What follows belongs to an exercise in optimizing a design on an open flow for small area, a short achievable clock period and few clock cycles; a production flow would make more cautious choices. Where RTL was checked, it was by simulation tests only, not by an equivalence proof against the original. The flow treats the clock pin as an ideal source. Dropping or thinning the clock tree relies on that and would not hold on a real chip. Power figures rest on the tool's default switching activity, not on a simulated workload.

==> inputs of raven <==
==> flow/design.v <==
module fifo_conv_top(
input clk,
input rst,
input data_valid,
input [7:0] data_i,
output wire idle,
output wire done,
output wire [15:0] data_o,
output wire conv_done
);
assign idle = 1'b1;
reg [7:0] x;           
reg acc;               
reg [7:0] h0, h1;      
reg [2:0] col;         
reg [2:0] row;         
reg signed [8:0] dq;
reg signed [10:0] pq;
reg emit;
reg signed [8:0] q0, q1, q2, q3, q4, q5;
reg signed [10:0] out_r;
reg vld_r, done_r;
wire signed [8:0] d = {1'b0, x} - {1'b0, h0};
wire last_col = (col == 3'd4);
wire upd = acc && (col[2] || col[1]);    
always @(posedge clk) begin
  x <= data_i;
  dq <= d;
  pq <= q0 + (q3 <<< 1);
  out_r <= pq + dq;
  if (acc) begin
    h1 <= x;
    h0 <= h1;
  end
  if (upd) begin
    q0 <= q1; q1 <= q2; q2 <= q3; q3 <= q4; q4 <= q5; q5 <= d;
  end
  if (rst) begin
    acc <= 1'b0;
    col <= 3'd0;
    row <= 3'd0;
    emit <= 1'b0;
    vld_r <= 1'b0;
    done_r <= 1'b0;
  end else begin
    acc <= data_valid;
    emit <= upd && (row[2] || row[1]);
    vld_r <= emit;
    done_r <= (row == 3'd5);
    if (acc) begin
      col <= last_col ? 3'd0 : col + 3'd1;
      if (last_col && row != 3'd5) row <= row + 3'd1;
    end
  end
end
assign data_o = {{5{out_r[10]}}, out_r};
assign conv_done = vld_r;
assign done = done_r;
endmodule
==> flow/run.sh <==
#!/bin/bash
# synth_recipe.tcl (not shown) runs the flow's synth.tcl, then flattens the netlist and writes it again
# the make line also repeats each setting of config.mk as NAME=value (left out here)
make -C /OpenROAD-flow-scripts/flow DESIGN_CONFIG=/design/flow/config.mk WORK_HOME=/design/flow/orfs CLKGATE_MAP_FILE= SYNTH_SCRIPT=/design/flow/synth_recipe.tcl finish
==> flow/config.mk <==
export PLATFORM = sky130hd
export DESIGN_NAME = fifo_conv_top
export DESIGN_NICKNAME = fifo_conv_top
export VERILOG_FILES = /design/flow/design.v
export SDC_FILE = /design/flow/constraint.sdc
export NUM_CORES = 4
export LEC_CHECK = 0
export CAP_MARGIN = 20
export CORE_MARGIN = 2
export CORE_UTILIZATION = 40
export SETUP_SLACK_MARGIN = 3.0
export SLEW_MARGIN = 20
==> flow/constraint.sdc <==
create_clock -name core_clock -period 5.0 [get_ports {clk}]
set_input_delay 1.0000 -clock core_clock [delete_from_list [all_inputs] [get_ports {clk}]]
set_output_delay 1.0000 -clock core_clock [all_outputs]
set_load 0.01 [all_outputs]
==> delta: changes against raven <==
==> flow/design.v, changed modules only <==
module fifo_conv_top(
input clk,
input rst,
input data_valid,
input [7:0] data_i,
output wire idle,
output wire done,
output wire [15:0] data_o,
output wire conv_done
);
assign idle = 1'b1;
reg [7:0] x;           
reg acc;               
reg [7:0] h0, h1;      
reg [2:0] col;         
reg [2:0] row;         
reg signed [10:0] pq;
reg emit;
reg signed [8:0] q0, q1, q2, q3, q4, q5;
reg signed [10:0] out_r;
reg vld_r, done_r;
wire signed [8:0] d = {1'b0, x} + {1'b1, h0} + 9'd1;    
wire last_col = col[2] & ~col[0];
wire row_full = row[2] & ~row[1];
wire upd = acc && col[1];    
always @(posedge clk) begin
  x <= data_i;
  acc <= data_valid;     
  pq <= q0 + (q3 <<< 1);
  out_r <= pq + q5;
  if (acc) begin
    h1 <= ~x;
    h0 <= h1;
  end
  if (upd) begin
    q0 <= q1; q1 <= q2; q2 <= q3; q3 <= q4; q4 <= q5; q5 <= d;
  end
  if (rst) begin
    col <= 3'd0;
    row <= 3'd0;
    emit <= 1'b0;
    vld_r <= 1'b0;
    done_r <= 1'b0;
  end else begin
    emit <= upd && (row[2] || row[1]);
    vld_r <= emit;
    done_r <= row_full;
    if (acc) begin
      col <= {col[1] & col[0], col[0], ~col[2]};
      if (last_col && !row_full) row <= {row[1], row[0], ~row[2]};
    end
  end
end
assign data_o = {{5{out_r[10]}}, out_r};
assign conv_done = vld_r;
assign done = done_r;
endmodule
==> flow/flow/run.sh (new file) <==
#!/bin/bash
# Own layout flow: the standard flow (standard.sh, standard synthesis
# included) with a few extra ORFS settings read from flow/knobs.txt, one
# VAR=value per line. Each tool's full output stays in the ORFS logs under
# orfs/logs; make's own output goes to make_finish.log here.
set -euo pipefail
W=$(pwd)
knobs=()
if [[ -f flow/knobs.txt ]]; then
  while IFS= read -r line; do
    [[ -z "$line" || "$line" == \#* ]] && continue
    knobs+=("${line//@FLOW@/$W/flow}")
  done < flow/knobs.txt
fi
bash standard.sh "${knobs[@]}" finish > make_finish.log 2>&1
==> flow/flow/knobs.txt (new file) <==
PRE_CTS_TCL=@FLOW@/mcts.tcl
MCTS_CELL=sky130_fd_sc_hd__clkbuf_16
BUFFER_PORTS_ARGS=-buffer_cell sky130_fd_sc_hd__buf_1
==> flow/flow/mcts.tcl (new file) <==
# One-level clock tree in place of TritonCTS's two-level H-tree: the clock port
# drives MCTS_N buffers, each driving the flip-flops of one region of the core.
# Sourced as the PRE_CTS hook of cts.tcl; clock_tree_synthesis then becomes a
# no-op and cts.tcl goes on as usual (legalisation, timing repair).
set mcts_n 4
set mcts_cell sky130_fd_sc_hd__clkbuf_8
if {[info exists ::env(MCTS_N)]} { set mcts_n $::env(MCTS_N) }
if {[info exists ::env(MCTS_CELL)]} { set mcts_cell $::env(MCTS_CELL) }

set block [ord::get_db_block]
set db [ord::get_db]
set clk_net [[$block findBTerm clk] getNet]
set master [$db findMaster $mcts_cell]

set sinks {}
foreach it [$clk_net getITerms] {
  set bb [[$it getInst] getBBox]
  lappend sinks [list $it [expr {([$bb xMin] + [$bb xMax]) / 2}] [expr {([$bb yMin] + [$bb yMax]) / 2}]]
}
puts "mcts: [llength $sinks] clock sinks, $mcts_n buffers of $mcts_cell"

# split a list of sinks into n groups, cutting alternately across x and y
proc mcts_split {sinks n axis} {
  if {$n <= 1} { return [list $sinks] }
  set idx [expr {$axis == 0 ? 1 : 2}]
  set sorted [lsort -integer -index $idx $sinks]
  set n1 [expr {$n / 2}]
  set cut [expr {[llength $sorted] * $n1 / $n}]
  set a [lrange $sorted 0 [expr {$cut - 1}]]
  set b [lrange $sorted $cut end]
  return [concat [mcts_split $a $n1 [expr {1 - $axis}]] [mcts_split $b [expr {$n - $n1}] [expr {1 - $axis}]]]
}

set core [$block getCoreArea]
set w [expr {[$core xMax] - [$core xMin]}]
set h [expr {[$core yMax] - [$core yMin]}]
set g 0
foreach grp [mcts_split $sinks $mcts_n [expr {$w >= $h ? 0 : 1}]] {
  set sx 0; set sy 0
  foreach s $grp { incr sx [lindex $s 1]; incr sy [lindex $s 2] }
  set cx [expr {$sx / [llength $grp]}]
  set cy [expr {$sy / [llength $grp]}]
  set inst [odb::dbInst_create $block $master "mcts_buf_$g"]
  set net [odb::dbNet_create $block "mcts_clk_$g"]
  $net setSigType CLOCK
  [$inst findITerm A] connect $clk_net
  [$inst findITerm X] connect $net
  foreach s $grp {
    set it [lindex $s 0]
    $it disconnect
    $it connect $net
  }
  $inst setLocation [expr {$cx - [$master getWidth] / 2}] [expr {$cy - [$master getHeight] / 2}]
  $inst setPlacementStatus PLACED
  puts "mcts: buffer $g drives [llength $grp] sinks at ([expr {$cx / 1000.0}], [expr {$cy / 1000.0}])"
  incr g
}
global_connect
set_propagated_clock [all_clocks]

proc clock_tree_synthesis {args} {
  puts "mcts: clock tree built by mcts.tcl; clock_tree_synthesis $args skipped"
}
==> flow/standard.sh (new file) <==
#!/bin/bash
# synth_recipe.tcl (not shown) runs the flow's synth.tcl, then flattens the netlist and writes it again
# the make line also repeats each setting of config.mk as NAME=value (left out here)
make -C /OpenROAD-flow-scripts/flow DESIGN_CONFIG=/design/flow/config.mk WORK_HOME=/design/flow/orfs CLKGATE_MAP_FILE= SYNTH_SCRIPT=/design/flow/synth_recipe.tcl "${@:-finish}"
CORE_UTILIZATION = 75   (was 40)
PLACE_DENSITY = 0.85   (was unset)
SETUP_SLACK_MARGIN = 3.08   (was 3.0)
removed: flow/run.sh
==> yarrow: changes against raven <==
==> flow/design.v, changed modules only <==
module fifo_conv_top(
input clk,
input rst,
input data_valid,
input [7:0] data_i,
output wire idle,
output wire done,
output wire [15:0] data_o,
output wire conv_done
);
assign idle = 1'b1;
reg [7:0] x;           
reg acc;               
reg [7:0] h0, h1;      
reg [2:0] col;         
reg [2:0] row;         
reg signed [10:0] pq;
reg emit;
reg signed [8:0] q0, q1, q2, q3, q4, q5;
reg signed [10:0] out_r;
reg vld_r, done_r;
wire signed [8:0] d = {1'b0, x} + {1'b1, h0} + 9'd1;    
wire last_col = (col == 3'd4);
wire upd = acc && (col[2] || col[1]);    
always @(posedge clk) begin
  x <= data_i;
  acc <= data_valid;     
  pq <= q0 + (q3 <<< 1);
  out_r <= pq + q5;
  if (acc) begin
    h1 <= ~x;
    h0 <= h1;
  end
  if (upd) begin
    q0 <= q1; q1 <= q2; q2 <= q3; q3 <= q4; q4 <= q5; q5 <= d;
  end
  if (rst) begin
    col <= 3'd0;
    row <= 3'd0;
    emit <= 1'b0;
    vld_r <= 1'b0;
    done_r <= 1'b0;
  end else begin
    emit <= upd && (row[2] || row[1]);
    vld_r <= emit;
    done_r <= (row == 3'd5);
    if (acc) begin
      col <= last_col ? 3'd0 : col + 3'd1;
      if (last_col && row != 3'd5) row <= row + 3'd1;
    end
  end
end
assign data_o = {{5{out_r[10]}}, out_r};
assign conv_done = vld_r;
assign done = done_r;
endmodule
==> flow/flow/run.sh (new file) <==
#!/bin/bash
# Own layout flow: the standard flow (standard.sh, standard synthesis
# included) with a few extra ORFS settings read from flow/knobs.txt, one
# VAR=value per line. Each tool's full output stays in the ORFS logs under
# orfs/logs; make's own output goes to make_finish.log here.
set -euo pipefail
W=$(pwd)
knobs=()
if [[ -f flow/knobs.txt ]]; then
  while IFS= read -r line; do
    [[ -z "$line" || "$line" == \#* ]] && continue
    knobs+=("${line//@FLOW@/$W/flow}")
  done < flow/knobs.txt
fi
bash standard.sh "${knobs[@]}" finish > make_finish.log 2>&1
==> flow/flow/knobs.txt (new file) <==
CTS_ARGS=-sink_clustering_enable -repair_clock_nets -buf_list sky130_fd_sc_hd__clkbuf_8 -sink_clustering_size 50 -sink_clustering_max_diameter 200 -dont_use_dummy_load
BUFFER_PORTS_ARGS=-buffer_cell sky130_fd_sc_hd__buf_1
==> flow/standard.sh (new file) <==
#!/bin/bash
# synth_recipe.tcl (not shown) runs the flow's synth.tcl, then flattens the netlist and writes it again
# the make line also repeats each setting of config.mk as NAME=value (left out here)
make -C /OpenROAD-flow-scripts/flow DESIGN_CONFIG=/design/flow/config.mk WORK_HOME=/design/flow/orfs CLKGATE_MAP_FILE= SYNTH_SCRIPT=/design/flow/synth_recipe.tcl "${@:-finish}"
CORE_UTILIZATION = 75   (was 40)
PLACE_DENSITY = 0.85   (was unset)
SETUP_SLACK_MARGIN = 3.05   (was 3.0)
removed: flow/run.sh
==> notes.md <==
* Count of multi-input gates at 171
* Synth area leaders: edfxtp_1, dfxtp_1, ha_1, xnor2_1, inv_1
* Pwr Total at 0.00263 W
* Met3 routed WL at 255 um
* Inverters at 28
* Status: no timing/DRC/antenna violations
Source of the figures above: raven

==> notes.md <==
* Met3 routed WL at 421 um
* Inverters at 26
* Status: no timing/DRC/antenna violations
* Synth area leaders: edfxtp_1, dfxtp_1, ha_1, xnor2_1, inv_1
Source of the figures above: yarrow

==> notes.md <==
* Inverters at 22
* Synth area leaders: edfxtp_1, dfxtp_1, ha_1, xnor2_1, inv_1
* Status: no timing/DRC/antenna violations
* Met3 routed WL at ~260 um
* Pwr Total at 0.00154 W
Source of the figures above: delta

Testbench counts of delta, summed over its fixed seeds: cycles 1,624.
Testbench counts of yarrow, summed over its fixed seeds: cycles 1,624.
No functional check of the RTL was part of raven. The clock cells of delta come from the design's own scripts or RTL, not from TritonCTS.

static timing again, ports no longer ideal:
How much do the figures lean on ideal ports? The routed layouts below were timed once more, with nothing changed but the port constraints.
Step 1 sets driving cells, clkbuf_16 on the clock port and buf_2 on the other inputs (assumed; they add their load-dependent delay and slew).
Step 2 adds t to the input delays and takes it off the output delays; t is the mean of the earliest and latest rising clock arrival at the registers after step 1. Input paths then give back, and output paths get back, about the clock's delay inside the block.
Three values: ideal ports, drivers, drivers and shift; two values: the first two.
| run | t, ns | setup slack, ns | worst hold slack (ns) | latest minus earliest clock arrival (ns) | cell pins on the clock port's net |
|---|---|---|---|---|---|
| raven | 0.435 | 2.986 / 2.986 / 2.986 | 0.352 / 0.352 / 0.352 | 0.008 / 0.008 | 1 |
| delta | 0.232 | 3.108 / 3.108 / 3.108 | 0.422 / 0.422 / 0.422 | 0.007 / 0.008 | 4 |
| yarrow | 0.383 | 3.119 / 3.087 / 3.160 | 0.355 / 0.355 / 0.355 | 0.013 / 0.013 | 1 |
After both steps every run listed still meets setup and hold.
